Background: an optimization exercise with open tools, aiming at small area. Do not read the settings as production practice. Function was checked by simulation only, so behaviour that the tests miss may differ from the original.

==> design/flow/design.v <==
module MyCORDIC(
	input             clk      ,
	input             rstn     ,
	input      [15:0] theta    ,
	output reg [15:0] sin_theta,
	output reg [15:0] cos_theta 
);
parameter Kn  = 'd19898;     
parameter iKn = 'd53961;     
parameter arctan_0 = 8192    ;   
parameter arctan_1 = 4836    ;   
parameter arctan_2 = 2555    ;   
parameter arctan_3 = 1297    ;   
parameter arctan_4 = 651     ;   
parameter arctan_5 = 326     ;   
parameter arctan_6 = 163     ;   
parameter arctan_7 = 81      ;   
parameter arctan_8 = 41      ;   
parameter arctan_9 = 20      ;   
parameter arctan_10 = 10     ;   
parameter arctan_11 = 5      ;   
reg signed [15:0] x [11:0];
reg signed [15:0] y [11:0];
reg signed [15:0] z [11:0];
wire [15:0]x_tmp;
wire [15:0]y_tmp;
reg signed [15:0]theta_1;
wire [2:0] Quadrant; 
reg  [1:0] quad_pipe [11:0];  
wire [2:0] Quadrant_o;        
assign Quadrant = theta[15:14] + 1;
always@(*)
begin
	begin
		theta_1 <= {2'b00,theta[13:0]};
		if(Quadrant==1)
		begin
			theta_1 <= theta;
		end
		else if(Quadrant==2)
		begin
			theta_1 <= 32768 - theta;
		end
		else if(Quadrant==3)
		begin
			theta_1 <= theta - 32768;
		end
		else if(Quadrant==4)
		begin
			theta_1 <= 65536 - theta;
		end
	end
end
always@(posedge clk or negedge rstn)
begin
	if(!rstn)
	begin
		x[0] <= 16'd0;
		y[0] <= 16'd0;
		z[0] <= 16'd0;
	end
	else
	begin
		x[0] <= Kn;
		y[0] <= 16'd0;
		z[0] <= theta_1;
	end
end
always@(posedge clk or negedge rstn)  
begin
	if(!rstn)
	begin
		x[1] <= 16'd0;
		y[1] <= 16'd0;
		z[1] <= 16'd0;
	end
	else
	begin
		if(z[0][15])  
		begin
			x[1] <= x[0] + y[0];
			y[1] <= y[0] - x[0];
			z[1] <= z[0] + arctan_0;
		end           
		else
		begin
			x[1] <= x[0] - y[0];
			y[1] <= y[0] + x[0];
			z[1] <= z[0] - arctan_0;
		end
	end
end
always@(posedge clk or negedge rstn)  
begin
	if(!rstn)
	begin
		x[2] <= 16'd0;
		y[2] <= 16'd0;
		z[2] <= 16'd0;
	end
	else
	begin
		if(z[1][15])  
		begin
			x[2] <= x[1] + (y[1] >>> 1);
			y[2] <= y[1] - (x[1] >>> 1);
			z[2] <= z[1] + arctan_1;
		end           
		else
		begin
			x[2] <= x[1] - (y[1] >>> 1);
			y[2] <= y[1] + (x[1] >>> 1);
			z[2] <= z[1] - arctan_1;
		end
	end
end
always@(posedge clk or negedge rstn)  
begin
	if(!rstn)
	begin
		x[3] <= 16'd0;
		y[3] <= 16'd0;
		z[3] <= 16'd0;
	end
	else
	begin
		if(z[2][15])  
		begin
			x[3] <= x[2] + (y[2] >>> 2);
			y[3] <= y[2] - (x[2] >>> 2);
			z[3] <= z[2] + arctan_2;
		end           
		else
		begin
			x[3] <= x[2] - (y[2] >>> 2);
			y[3] <= y[2] + (x[2] >>> 2);
			z[3] <= z[2] - arctan_2;
		end
	end
end
always@(posedge clk or negedge rstn)  
begin
	if(!rstn)
	begin
		x[4] <= 16'd0;
		y[4] <= 16'd0;
		z[4] <= 16'd0;
	end
	else
	begin
		if(z[3][15])  
		begin
			x[4] <= x[3] + (y[3] >>> 3);
			y[4] <= y[3] - (x[3] >>> 3);
			z[4] <= z[3] + arctan_3;
		end           
		else
		begin
			x[4] <= x[3] - (y[3] >>> 3);
			y[4] <= y[3] + (x[3] >>> 3);
			z[4] <= z[3] - arctan_3;
		end
	end
end
always@(posedge clk or negedge rstn)  
begin
	if(!rstn)
	begin
		x[5] <= 16'd0;
		y[5] <= 16'd0;
		z[5] <= 16'd0;
	end
	else
	begin
		if(z[4][15])  
		begin
			x[5] <= x[4] + (y[4] >>> 4);
			y[5] <= y[4] - (x[4] >>> 4);
			z[5] <= z[4] + arctan_4;
		end           
		else
		begin
			x[5] <= x[4] - (y[4] >>> 4);
			y[5] <= y[4] + (x[4] >>> 4);
			z[5] <= z[4] - arctan_4;
		end
	end
end
always@(posedge clk or negedge rstn)  
begin
	if(!rstn)
	begin
		x[6] <= 16'd0;
		y[6] <= 16'd0;
		z[6] <= 16'd0;
	end
	else
	begin
		if(z[5][15])  
		begin
			x[6] <= x[5] + (y[5] >>> 5);
			y[6] <= y[5] - (x[5] >>> 5);
			z[6] <= z[5] + arctan_5;
		end           
		else
		begin
			x[6] <= x[5] - (y[5] >>> 5);
			y[6] <= y[5] + (x[5] >>> 5);
			z[6] <= z[5] - arctan_5;
		end
	end
end
always@(posedge clk or negedge rstn)  
begin
	if(!rstn)
	begin
		x[7] <= 16'd0;
		y[7] <= 16'd0;
		z[7] <= 16'd0;
	end
	else
	begin
		if(z[6][15])  
		begin
			x[7] <= x[6] + (y[6] >>> 6);
			y[7] <= y[6] - (x[6] >>> 6);
			z[7] <= z[6] + arctan_6;
		end           
		else
		begin
			x[7] <= x[6] - (y[6] >>> 6);
			y[7] <= y[6] + (x[6] >>> 6);
			z[7] <= z[6] - arctan_6;
		end
	end
end
always@(posedge clk or negedge rstn)  
begin
	if(!rstn)
	begin
		x[8] <= 16'd0;
		y[8] <= 16'd0;
		z[8] <= 16'd0;
	end
	else
	begin
		if(z[7][15])  
		begin
			x[8] <= x[7] + (y[7] >>> 7);
			y[8] <= y[7] - (x[7] >>> 7);
			z[8] <= z[7] + arctan_7;
		end           
		else
		begin
			x[8] <= x[7] - (y[7] >>> 7);
			y[8] <= y[7] + (x[7] >>> 7);
			z[8] <= z[7] - arctan_7;
		end
	end
end
always@(posedge clk or negedge rstn)  
begin
	if(!rstn)
	begin
		x[9] <= 16'd0;
		y[9] <= 16'd0;
		z[9] <= 16'd0;
	end
	else
	begin
		if(z[8][15])  
		begin
			x[9] <= x[8] + (y[8] >>> 8);
			y[9] <= y[8] - (x[8] >>> 8);
			z[9] <= z[8] + arctan_8;
		end           
		else
		begin
			x[9] <= x[8] - (y[8] >>> 8);
			y[9] <= y[8] + (x[8] >>> 8);
			z[9] <= z[8] - arctan_8;
		end
	end
end
always@(posedge clk or negedge rstn)  
begin
	if(!rstn)
	begin
		x[10] <= 16'd0;
		y[10] <= 16'd0;
		z[10] <= 16'd0;
	end
	else
	begin
		if(z[9][15])  
		begin
			x[10] <= x[9] + (y[9] >>> 9);
			y[10] <= y[9] - (x[9] >>> 9);
			z[10] <= z[9] + arctan_9;
		end           
		else
		begin
			x[10] <= x[9] - (y[9] >>> 9);
			y[10] <= y[9] + (x[9] >>> 9);
			z[10] <= z[9] - arctan_9;
		end
	end
end
always@(posedge clk or negedge rstn)  
begin
	if(!rstn)
	begin
		x[11] <= 16'd0;
		y[11] <= 16'd0;
		z[11] <= 16'd0;
	end
	else
	begin
		if(z[10][15])  
		begin
			x[11] <= x[10] + (y[10] >>> 10);
			y[11] <= y[10] - (x[10] >>> 10);
			z[11] <= z[10] + arctan_10;
		end           
		else
		begin
			x[11] <= x[10] - (y[10] >>> 10);
			y[11] <= y[10] + (x[10] >>> 10);
			z[11] <= z[10] - arctan_10;
		end
	end
end
integer qi;
always@(posedge clk or negedge rstn)
begin
	if(!rstn)
	begin
		for(qi=0; qi<12; qi=qi+1)
			quad_pipe[qi] <= 2'd0;
	end
	else
	begin
		quad_pipe[0] <= theta[15:14];
		for(qi=1; qi<12; qi=qi+1)
			quad_pipe[qi] <= quad_pipe[qi-1];
	end
end
assign Quadrant_o = quad_pipe[11] + 1;
assign x_tmp = x[11][15]==1 ? 16'h7FFF : x[11];
assign y_tmp = y[11][15]==1 ? 16'h7FFF : y[11];
always@(posedge clk or negedge rstn)  
begin
	if(!rstn)
	begin
		sin_theta <= 16'd0;
		cos_theta <= 16'd0;
	end
	else
	begin
		if(Quadrant_o == 3'd1)
		begin
			sin_theta <= y_tmp;
			cos_theta <= x_tmp;
		end
		else if(Quadrant_o == 3'd2)
		begin
			sin_theta <= y_tmp;
			cos_theta <= -x_tmp;
		end
		else if(Quadrant_o == 3'd3)
		begin
			sin_theta <= -y_tmp;
			cos_theta <= -x_tmp;
		end
		else if(Quadrant_o == 3'd4)
		begin
			sin_theta <= -y_tmp;
			cos_theta <= x_tmp;
		end
		else
		begin
			sin_theta <= sin_theta;
			cos_theta <= cos_theta;
		end
	end
end
endmodule
==> design/flow/run.sh <==
#!/bin/bash
# synth_recipe.tcl (not shown) runs the flow's synth.tcl, then flattens the netlist and writes it again
# the make line also repeats each setting of config.mk as NAME=value (left out here)
make -C /OpenROAD-flow-scripts/flow DESIGN_CONFIG=/design/flow/config.mk WORK_HOME=/design/flow/orfs CLKGATE_MAP_FILE= SYNTH_SCRIPT=/design/flow/synth_recipe.tcl finish
==> design/flow/config.mk <==
export PLATFORM = sky130hd
export DESIGN_NAME = MyCORDIC
export DESIGN_NICKNAME = MyCORDIC
export VERILOG_FILES = /design/flow/design.v
export SDC_FILE = /design/flow/constraint.sdc
export NUM_CORES = 4
export LEC_CHECK = 0
export CAP_MARGIN = 20
export CORE_MARGIN = 2
export CORE_UTILIZATION = 40
export SLEW_MARGIN = 20
==> design/flow/constraint.sdc <==
create_clock -name core_clock -period 4.0 [get_ports {clk}]
set_input_delay 0.8000 -clock core_clock [delete_from_list [all_inputs] [get_ports {clk}]]
set_output_delay 0.8000 -clock core_clock [all_outputs]
set_load 0.01 [all_outputs]
==> key figures <==
Outcome
  • Status: no timing/DRC/antenna violations

Timing
  • Max Freq: 276.6 MHz
  • Final setup fails: 0
  • Worst Skew: 18.33 ps
  • Max-slew violations: 0
  • Max_slew headroom: 41.32%
  • Tmin final: 3615 ps
  • Crit share post-route: 90.38%
  • Setup_tns: 0 ps
  • RSZ-0062 raised after global routing: no
  • Least-Margin Pin Slew: 880.3 ps
  • Final Hold Viols: 0

CTS
  • Clk pin slew, worst setup/hold paths: 60 ps
  • CTS tree: yes
  • CTS buffer count: 66
  • H-tree levels: 3
  • Post CTS Setup Buffer Count: 0
  • # clock sinks: 538
  • Cts hold-fix bufs: 0
  • # resized after CTS: 0
  • Max clock buf depth: 3
  • Clk Latency, worst-skew pair: 610 ps
  • Clock root buffer: clkbuf_16

Yosys
  • Register area share after synthesis: 36.39%
  • Netlist area before placement: 0.03699 sq mm
  • Synth Area in Adders: 17.29%
  • Simple-gate share of the synthesized area: 13.13%
  • Most frequent cell after synthesis: dfrtp_1
  • Cells after Synth: 3875
  • Syn nets: 4388
  • Synth Flop Type: dfrtp_1
  • Post-synth top area cell: dfrtp_1
  • Top post-synthesis cells by area: dfrtp_1 36%, ha_1 16%, xnor2_1 7.8%
  • Synth Area in Compound Gates: 18.10%
  • Synth Register Bits: 538
  • Post-synthesis mux area share: 0.9470%
  • Share of flip-flops with an asynchronous set or reset: 100.0%
  • Synth top cells by count: 538 x dfrtp_1, 468 x ha_1, 358 x a21oi_1
  • Top cell type's share of synthesized area: 36.39%
  • Largest family of logic cells by synthesized area: compound AO/OA/AOI/OAI gates
  • Xor/xnor cell area share of the yosys netlist: 11.70%
  • Synthesis Warnings: 5
  • Synth cell types: 77
  • Number of flops mapped to enable cells by yosys: 0
  • Syn Area/Cell: 9.547 sq um

Critical path
  • Reg-to-reg endpoint: y[4][13]
  • Critical Path Stages: 13
  • Crit path launch type: register
  • Critical-path maximum fanout: 6
  • Critical Path RT: 4490 ps
  • CP endpoint: y[4][13]
  • Max stage delay cell, worst path: a2111oi_0
  • Reg2Reg Depth: 13
  • Slowest stage delay, CP: 500 ps
  • Critical path type: reg2reg
  • RR Startpoint: x[3][3]
  • Critical path, cell by cell: inv_1 -> ha_1 -> nand2b_1 -> or4_1 -> or2_2 -> o21ai_0 -> xor2_1 -> ha_1 -> a2111oi_0 -> nor3_1 -> a2111oi_0 -> nor3_1 -> xor2_1
  • R2r setup slk: 380 ps
  • Crit path launch: x[3][3]
  • CP bufs+invs: 1
  • Critical Path End Type: register
  • Crit path DAT: 4100 ps
  • Cell family with most CP delay: compound AO/OA/AOI/OAI gates

Finish
  • Fin area: 0.04150 sq mm
  • Finished Layout Cells: 5220
  • Nets@finish: 4496
  • N_diodes: 0
  • Fillers: 8739
  • Register area: 0.01346 sq mm
  • P&R area growth vs syn: 12.19%
  • Share of layout cells above drive strength 1: 5.330%
  • Multi-input gate area: 0.02263 sq mm

Floorplanning
  • Core area: 0.09166 sq mm
  • Die W: 308.1 um
  • # rows: 111
  • Die outline area: 0.09493 sq mm
  • Ports: 50
  • Starting Density: 40.36%
  • Chip Height: 308.1 um

Drt
  • Final WL: 81.12 mm
  • Drt first pass iters: 7
  • Wire per inst: 15.54 um
  • Remaining DRCs: 0
  • Routed Antenna Nets: 0
  • Via density: 5.299
  • Vias: 27660
  • First DRT Iteration DRCs: 1458

Global routing
  • Tot GR Track Use: 17.52%
  • Vias in the first global route: 27370
  • Wire length of the first global-routing pass: 137.5 mm
  • Total congestion overflow: 0
  • Antenna violations before repair: 1
  • Largest net degree at the start of global routing: 103

Hold path
  • Hold Crit Class: in2async

Place
  • IO buf count: 49
  • Placer Congestion: 0.8680
  • Placed cells: 5101
  • Final HPWL DP: 63.91 mm
  • Dpl cell area: 0.03919 sq mm

Run
  • Max_cap viols: 0
[metrics by stage]
step,hold slack [ps],util [%],setup WS (ps)
6_report,269.9,45.28,384.7
3_5_place_dp,334.7,42.76,439.1
2_1_floorplan,331.2,-,711.2
5_1_grt,328.6,45.28,94.97
3_3_place_gp,332.3,42.76,474.4
4_1_cts,285.8,45.28,402.8
[registers in the layout, indices dropped and copies added (netlist names)]
register   cells
quad_pipe     24
y            163
cos_theta     16
sin_theta     16
x            160
z            159
[layer usage]
metal | share of wire, % | wire, um | GRT usage [%] | vias up
li1 | - | - | - | 14070
met1 | 45 | 36320 | 22.15 | 13070
met2 | 50 | 40460 | 31.15 | 407
met3 | 3.1 | 2479 | 2.254 | 117
met4 | 2.3 | 1861 | 5.014 | 0
met5 | 0 | 0 | 0 | -
[worst min-delay path by stage]
stage,slack (ps),from,cells past startpoint,to
global placement,330,quad_pipe[9][1],0,quad_pipe[10][1]
global route,330,rstn,1,cos_theta[6]
floorplan,330,quad_pipe[9][0],0,quad_pipe[10][0]
CTS,290,rstn,1,cos_theta[6]
detailed placement,330,quad_pipe[10][1],0,quad_pipe[11][1]
finish,270,rstn,1,cos_theta[6]
[layout make-up]
cell class / count / share of cell area [%]
Tap cell: 1186 / 3.576
Clock buffer: 90 / 4.685
Sequential cell: 538 / 32.44
Clock inverter: 29 / 0.8803
Inverter: 182 / 1.646
Multi-Input combinational cell: 3100 / 54.54
Timing Repair Buffer: 95 / 2.237
[cells in the final DEF (no fill, tap or decap), types with 45 or more instances in the layout]
cell,netlist,routed
a211oi_1,56,56
a21o_1,125,125
a21oi_1,358,358
clkbuf_16,0,68
clkdlybuf4s50_1,0,48
dfrtp_1,538,538
ha_1,468,468
inv_1,180,180
nand2_1,200,200
nand2b_1,53,53
nand3_1,45,45
nor2_1,353,353
nor2b_1,65,65
nor3_1,116,116
o21ai_0,217,217
xnor2_1,329,329
xor2_1,165,165
[kinds of logic after synthesis]
family,after synthesis
simple gates,1011
fa+ha+maj,495
xor+xnor,494
other cells,2
buf+inv,237
flops,538
mux,33
compound gates,1065

## what the ideal ports hide
In the flow no input, the clock included, has a driving cell. The finished layout below was timed again as built, in two steps.
Step 1, drivers: a clkbuf_16 drives clk and a buf_2 each remaining input, both assumed.
Step 2, shift: input delay + t, output delay - t, t = (earliest + latest rising clock arrival at the registers) / 2. This alone moves slack from input paths to output paths.
Three values: ideal ports, drivers, drivers and shift; two values: the first two.
t, ns: 0.680
slack for setup (ns): 0.385 / 0.385 / 0.385
worst setup path at the end: register to register
slew at the worst register clock pin (ns): 0.06 / 0.06
worst data-port slew with drivers (ns): 0.05
After both steps setup and hold are still met in this run. For this run, drivers alone change the setup slack by 0.000 ns; drivers and shift together by 0.000 ns.
